Context: an optimization exercise on an open-source flow, tuned for small area. The choices shown serve that exercise and are no tape-out recipe. The RTL was checked by simulation tests, not by an equivalence proof against the original design. No driver is modelled on the clock port, so clocking that relies on it looks cheaper here than on a real chip.

the baseline:
==> flow/design.v (excerpt) <==
module spaceinvaders(
    input            CLOCK_50,
    input            resetn,
    input    [9:0]   SW,
    output   [6:0]   HEX0,
    output   [8:0]   VGA_X,
    output   [8:0]   VGA_Y,
    output   [2:0]   VGA_COLOUR,
    output           VGA_PLOT
    );
Size in the first run: ~510 cells after synthesis, roughly 41 I/O pins.
==> flow/config.mk <==
export PLATFORM = sky130hd
export DESIGN_NAME = spaceinvaders
export DESIGN_NICKNAME = spaceinvaders
export VERILOG_FILES = /design/flow/design.v
export SDC_FILE = /design/flow/constraint.sdc
export NUM_CORES = 4
export LEC_CHECK = 0
export CAP_MARGIN = 20
export CORE_MARGIN = 2
export CORE_UTILIZATION = 40
export SLEW_MARGIN = 20
==> flow/constraint.sdc <==
create_clock -name core_clock -period 10.0 [get_ports {CLOCK_50}]
set_input_delay 2.0000 -clock core_clock [delete_from_list [all_inputs] [get_ports {CLOCK_50}]]
set_output_delay 2.0000 -clock core_clock [all_outputs]
set_load 0.01 [all_outputs]
standard.sh (not shown) runs the stock make flow with config.mk's settings and CLKGATE_MAP_FILE= SYNTH_SCRIPT=/design/flow/synth_recipe.tcl, a recipe that flattens the netlist after the stock synthesis.
==> flow/flow/run.sh <==
#!/bin/bash
# Own layout flow:
#  1. the standard synthesis (standard.sh synth), unchanged;
#  2. the combinational logic between the registers is re-mapped for area by
#     ABC with a few scripts (flow/*.abc); the smallest netlist is kept. The
#     registers keep their instances, names and cell types;
#  3. the standard layout (standard.sh finish) with one-size port buffers
#     and a clock tree of clkbuf_4 without dummy loads.
# Each tool writes its full output to a log file in this folder.
set -euo pipefail
R=orfs/results/$FLOW_PLATFORM/spaceinvaders/base
LIB=$FLOW_HOME/platforms/$FLOW_PLATFORM/lib/sky130_fd_sc_hd__tt_025C_1v80.lib
bash standard.sh synth > 1_synth.log 2>&1
cp $R/1_2_yosys.v $R/1_2_yosys_std.v
best=""; bestA=""
for s in flow/*.abc; do
  n=$(basename $s .abc)
  RS_LIB=$LIB RS_IN=$R/1_2_yosys_std.v RS_OUT=$R/rs_$n.v RS_ABC=$PWD/$s \
    yosys -c flow/resynth.tcl > 2_resynth_$n.log 2>&1 &
done
wait
for s in flow/*.abc; do
  n=$(basename $s .abc)
  a=$(grep "Chip area" 2_resynth_$n.log | tail -1 | awk '{print $NF}')
  echo "$n $a" >> 2_resynth_areas.log
  if [[ -n "$a" ]] && { [[ -z "$bestA" ]] || awk "BEGIN{exit !($a < $bestA)}"; }; then best=$n; bestA=$a; fi
done
echo "best $best $bestA" >> 2_resynth_areas.log
cp $R/rs_$best.v $R/1_2_yosys.v
bash standard.sh \
  "CTS_ARGS=-sink_clustering_enable -repair_clock_nets -dont_use_dummy_load -buf_list sky130_fd_sc_hd__clkbuf_4 -root_buf sky130_fd_sc_hd__clkbuf_4" \
  "BUFFER_PORTS_ARGS=-buffer_cell sky130_fd_sc_hd__buf_1" \
  GPL_TIMING_DRIVEN=0 \
  finish > 3_layout.log 2>&1
Other scripts of this flow, unchanged in this note and not shown: flow/flow/c3.abc, flow/flow/d1.abc, flow/flow/d2.abc, flow/flow/d6.abc, flow/flow/resynth.tcl
[inputs] the candidate vs the baseline
diff --git a/flow/flow/run.sh b/flow/flow/run.sh
--- a/flow/flow/run.sh
+++ b/flow/flow/run.sh
@@ -33 +33 @@
-  GPL_TIMING_DRIVEN=0 \
+  CORE_UTILIZATION=70 \
==> results.txt <==
- The vertical die dimension in the candidate sits 24 um below the value recorded for the baseline.
- Routed wire length: the candidate lower than the baseline

== lane 1 ==
spaceinvaders again, from the RTL that the note above started with.
clock: 10.0 ns
lec_check: 0
cap_margin: 20
core_margin: 2
core_utilization: 40
slew_margin: 20
==> flow/flow/run.sh <==
#!/bin/bash
# Own layout flow:
#  1. the standard synthesis (standard.sh synth), unchanged;
#  2. the combinational logic between the registers is re-mapped for area by
#     ABC (flow/resynth.tcl) with the scripts flow/*.abc; each round starts
#     from the smallest netlist so far, until a round finds nothing smaller.
#     The registers keep their instances, names and cell types;
#  3. the standard layout (standard.sh finish) with buf_1 port buffers,
#     70% core utilisation and a hand-built clock tree (flow/pre_cts.tcl):
#     the clock port drives four clkbuf_8, each driving a quarter of the
#     registers.
# Each tool writes its full output to a log file in this folder.
set -euo pipefail
R=orfs/results/$FLOW_PLATFORM/spaceinvaders/base
LIB=$FLOW_HOME/platforms/$FLOW_PLATFORM/lib/sky130_fd_sc_hd__tt_025C_1v80.lib
bash standard.sh synth > 1_synth.log 2>&1
cp $R/1_2_yosys.v $R/rs_best.v
bestA=999999999
for round in 1 2 3 4 5 6; do
  for s in flow/*.abc; do
    n=$(basename $s .abc)
    RS_LIB=$LIB RS_IN=$R/rs_best.v RS_OUT=$R/rs_${round}_$n.v RS_ABC=$PWD/$s \
      yosys -c flow/resynth.tcl > 2_resynth_${round}_$n.log 2>&1 &
  done
  wait || true
  improved=0
  for s in flow/*.abc; do
    n=$(basename $s .abc)
    a=$(grep "Chip area" 2_resynth_${round}_$n.log | tail -1 | awk '{print $NF}' || true)
    echo "round $round $n ${a:-failed}" >> 2_resynth_areas.log
    if [[ -n "$a" ]] && awk "BEGIN{exit !($a < $bestA)}"; then
      bestA=$a; cp $R/rs_${round}_$n.v $R/rs_next.v; improved=1
    fi
  done
  if [[ $improved == 1 ]]; then mv $R/rs_next.v $R/rs_best.v; else break; fi
done
echo "kept $bestA" >> 2_resynth_areas.log
cp $R/rs_best.v $R/1_2_yosys.v
bash standard.sh \
  "CTS_ARGS=-sink_clustering_enable -repair_clock_nets -dont_use_dummy_load -buf_list sky130_fd_sc_hd__clkbuf_4 -root_buf sky130_fd_sc_hd__clkbuf_4" \
  "BUFFER_PORTS_ARGS=-buffer_cell sky130_fd_sc_hd__buf_1" \
  "PRE_CTS_TCL=$PWD/flow/pre_cts.tcl" \
  CORE_UTILIZATION=70 \
  finish > 3_layout.log 2>&1
==> flow/flow/resynth.tcl <==
# Re-map the combinational logic of the standard synthesis netlist for area.
# The registers keep their instances, names and cell types; only the logic
# between them is re-mapped by ABC with the script named in RS_ABC.
yosys -import
set lib $::env(RS_LIB)
set in  $::env(RS_IN)
set out $::env(RS_OUT)
set script $::env(RS_ABC)
read_liberty -ignore_miss_func $lib
read_verilog $in
hierarchy -top spaceinvaders
set seq {}
foreach c [list dfxtp_1 dfxtp_2 dfxtp_4 edfxtp_1 dfrtp_1 dfstp_1 dfbbp_1 dfrbp_1 dfsbp_1 dfxbp_1 edfxbp_1 sdfxtp_1 conb_1 dlxtp_1] {
  lappend seq sky130_fd_sc_hd__$c
}
foreach m $seq { catch { setattr -mod -set keep_hierarchy 1 $m } }
flatten
foreach m $seq { catch { blackbox $m } }
opt -purge
set du {}
foreach p {*probe* *lpflow* *clkdly* *dlygate* *dlymetal* *clkbuf* *clkinv* *buf_16 *buf_12 *buf_8 *buf_6 *inv_16 *inv_12 *inv_8 *inv_6 *bufinv* *bufbuf* *conb*} { lappend du -dont_use $p }
abc -liberty $lib {*}$du -script $script
opt_clean -purge
hilomap -singleton -hicell sky130_fd_sc_hd__conb_1 HI -locell sky130_fd_sc_hd__conb_1 LO
yosys rename -enumerate -pattern tie_% t:sky130_fd_sc_hd__conb_1
yosys rename -hide w:*.*
# left out here: clear keep_hierarchy, clean up
stat -liberty $lib
write_verilog -noattr -nohex -nodec $out
Other scripts of this flow, unchanged in this note and not shown: flow/flow/c3.abc, flow/flow/d1.abc, flow/flow/d6.abc, flow/flow/e3.abc, flow/flow/pre_cts.tcl
Relative to lane 1, the following input files were edited for lane 2:
==> flow/flow/run.sh <==
#!/bin/bash
# Own layout flow:
#  1. the standard synthesis (standard.sh synth), unchanged;
#  2. the combinational logic between the registers is re-mapped for area by
#     ABC (flow/resynth.tcl) with the scripts flow/*.abc, in rounds that start
#     from the smallest netlists so far; the smallest netlist is kept.
#     The registers keep their instances, names and cell types;
#  3. the standard layout (standard.sh finish) with buf_1 port buffers,
#     70% core utilisation and a hand-built clock tree (flow/pre_cts.tcl):
#     the clock port drives four clkbuf_8, each driving a quarter of the
#     registers.
# Each tool writes its full output to a log file in this folder.
set -euo pipefail
R=orfs/results/$FLOW_PLATFORM/spaceinvaders/base
LIB=$FLOW_HOME/platforms/$FLOW_PLATFORM/lib/sky130_fd_sc_hd__tt_025C_1v80.lib
bash standard.sh synth > 1_synth.log 2>&1
# Beam search over re-mapped netlists: each round re-maps the BEAM smallest
# netlists so far with every script; it stops when a round finds nothing
# smaller. Four re-mappings run at a time.
BEAM=3
cp $R/1_2_yosys.v $R/rs_0.v
echo "999999999 $R/rs_0.v" > 2_resynth_pool.log
best=999999999
for round in 1 2 3 4 5 6; do
  head -n $BEAM 2_resynth_pool.log | awk '{print $2}' > 2_resynth_starts.log
  i=0
  while read -r start; do
    for s in flow/*.abc; do
      i=$((i+1))
      n=$(basename $s .abc)
      out=$R/rs_${round}_$i.v
      log=2_resynth_${round}_${i}_$n.log
      ( RS_LIB=$LIB RS_IN=$start RS_OUT=$out RS_ABC=$PWD/$s \
          yosys -c flow/resynth.tcl > $log 2>&1 || true
        a=$(grep "Chip area" $log | tail -1 | awk '{print $NF}' || true)
        if [[ -n "$a" && -s $out ]]; then echo "$a $out" >> 2_resynth_pool.log; fi ) &
      if (( i % 4 == 0 )); then wait; fi
    done
  done < 2_resynth_starts.log
  wait
  sort -n -u 2_resynth_pool.log -o 2_resynth_pool.log
  nb=$(head -n 1 2_resynth_pool.log | awk '{print $1}')
  echo "round $round best $nb" >> 2_resynth_areas.log
  if awk "BEGIN{exit !($nb >= $best)}"; then break; fi
  best=$nb
done
cp "$(head -n 1 2_resynth_pool.log | awk '{print $2}')" $R/rs_best.v
echo "kept $(head -n 1 2_resynth_pool.log)" >> 2_resynth_areas.log
cp $R/rs_best.v $R/1_2_yosys.v
bash standard.sh \
  "CTS_ARGS=-sink_clustering_enable -repair_clock_nets -dont_use_dummy_load -buf_list sky130_fd_sc_hd__clkbuf_4 -root_buf sky130_fd_sc_hd__clkbuf_4" \
  "BUFFER_PORTS_ARGS=-buffer_cell sky130_fd_sc_hd__buf_1" \
  "PRE_CTS_TCL=$PWD/flow/pre_cts.tcl" \
  CORE_UTILIZATION=70 \
  finish > 3_layout.log 2>&1
Findings:
- Comparing lane 1 against lane 2, there is no change at all in first-pass GRT wire length.
- Lane 1 -> lane 2: sequential cell count delta 0, exact match
- Number of buffers inserted by port buffering: lane 2 vs lane 1 — no meaningful difference
- Count of nets after finishing: lane 1 vs lane 2 identical
- Die area essentially unchanged between lane 1 and lane 2.
diff inputs: lane 2 => lane 3
==> flow/flow/run.sh <==
#!/bin/bash
# Own layout flow:
#  1. the standard synthesis (standard.sh synth), unchanged;
#  2. the combinational logic between the registers is re-mapped for area by
#     ABC (flow/resynth.tcl) with the scripts flow/*.abc; each round starts
#     from the smallest netlist so far, until a round finds nothing smaller.
#     The registers keep their instances, names and cell types;
#  3. the standard layout (standard.sh finish) with buf_1 port buffers,
#     70% core utilisation and a hand-built clock tree (flow/pre_cts.tcl):
#     the clock port drives four clkbuf_8, each driving a quarter of the
#     registers.
# Each tool writes its full output to a log file in this folder.
set -euo pipefail
R=orfs/results/$FLOW_PLATFORM/spaceinvaders/base
LIB=$FLOW_HOME/platforms/$FLOW_PLATFORM/lib/sky130_fd_sc_hd__tt_025C_1v80.lib
bash standard.sh synth > 1_synth.log 2>&1
cp $R/1_2_yosys.v $R/rs_best.v
bestA=999999999
for round in 1 2 3 4 5 6; do
  for s in flow/*.abc; do
    n=$(basename $s .abc)
    RS_LIB=$LIB RS_IN=$R/rs_best.v RS_OUT=$R/rs_${round}_$n.v RS_ABC=$PWD/$s \
      yosys -c flow/resynth.tcl > 2_resynth_${round}_$n.log 2>&1 &
  done
  wait || true
  improved=0
  for s in flow/*.abc; do
    n=$(basename $s .abc)
    a=$(grep "Chip area" 2_resynth_${round}_$n.log | tail -1 | awk '{print $NF}' || true)
    echo "round $round $n ${a:-failed}" >> 2_resynth_areas.log
    if [[ -n "$a" ]] && awk "BEGIN{exit !($a < $bestA)}"; then
      bestA=$a; cp $R/rs_${round}_$n.v $R/rs_next.v; improved=1
    fi
  done
  if [[ $improved == 1 ]]; then mv $R/rs_next.v $R/rs_best.v; else break; fi
done
echo "kept $bestA" >> 2_resynth_areas.log
cp $R/rs_best.v $R/1_2_yosys.v
bash standard.sh \
  "CTS_ARGS=-sink_clustering_enable -repair_clock_nets -dont_use_dummy_load -buf_list sky130_fd_sc_hd__clkbuf_4 -root_buf sky130_fd_sc_hd__clkbuf_4" \
  "BUFFER_PORTS_ARGS=-buffer_cell sky130_fd_sc_hd__buf_1" \
  "PRE_CTS_TCL=$PWD/flow/pre_cts.tcl" \
  CORE_UTILIZATION=70 CAP_MARGIN=5 SLEW_MARGIN=5 \
  finish > 3_layout.log 2>&1
Notes after the runs:
As far as cell area after layout goes, lane 3 and lane 2 are indistinguishable; the numbers are identical. On combined area of the multi-input logic cells, lane 3 and lane 2 are neck and neck. Comparing lane 3 against lane 2, there is no change at all in logic depth of the worst path, buffers included.

==> port drivers added, routing unchanged <==
The flow's constraints put no driver on any port. The routed layouts listed below were extracted and timed again, unchanged, in two steps.
Step 1: set_driving_cell puts a clkbuf_16 on CLOCK_50 and a buf_2 on each other input, an assumption about the parent block.
Step 2 adds t to the input delays and takes it off the output delays; t is the mean of the earliest and latest rising clock arrival at the registers after step 1. Input paths then give back, and output paths get back, about the clock's delay inside the block.
Three values: no drivers, after step 1, after step 2; two values: the first two.
run | t, ns | setup slack, ns | hold WS [ns] | worst setup path after step 2 | cell pins on the clock port's net
the baseline | 0.432 | 1.790 / 1.760 / 2.192 | 0.455 / 0.455 / 0.455 | register to output | 1
the candidate | 0.435 | 1.746 / 1.717 / 2.153 | 0.472 / 0.472 / 0.472 | register to output | 1
lane 1 | 0.221 | 2.005 / 1.937 / 2.158 | 0.493 / 0.493 / 0.493 | register to output | 4
lane 2 | 0.221 | 2.005 / 1.937 / 2.158 | 0.493 / 0.493 / 0.493 | register to output | 4
lane 3 | 0.221 | 2.005 / 1.937 / 2.158 | 0.493 / 0.493 / 0.493 | register to output | 4
After both steps every run listed still meets setup and hold.
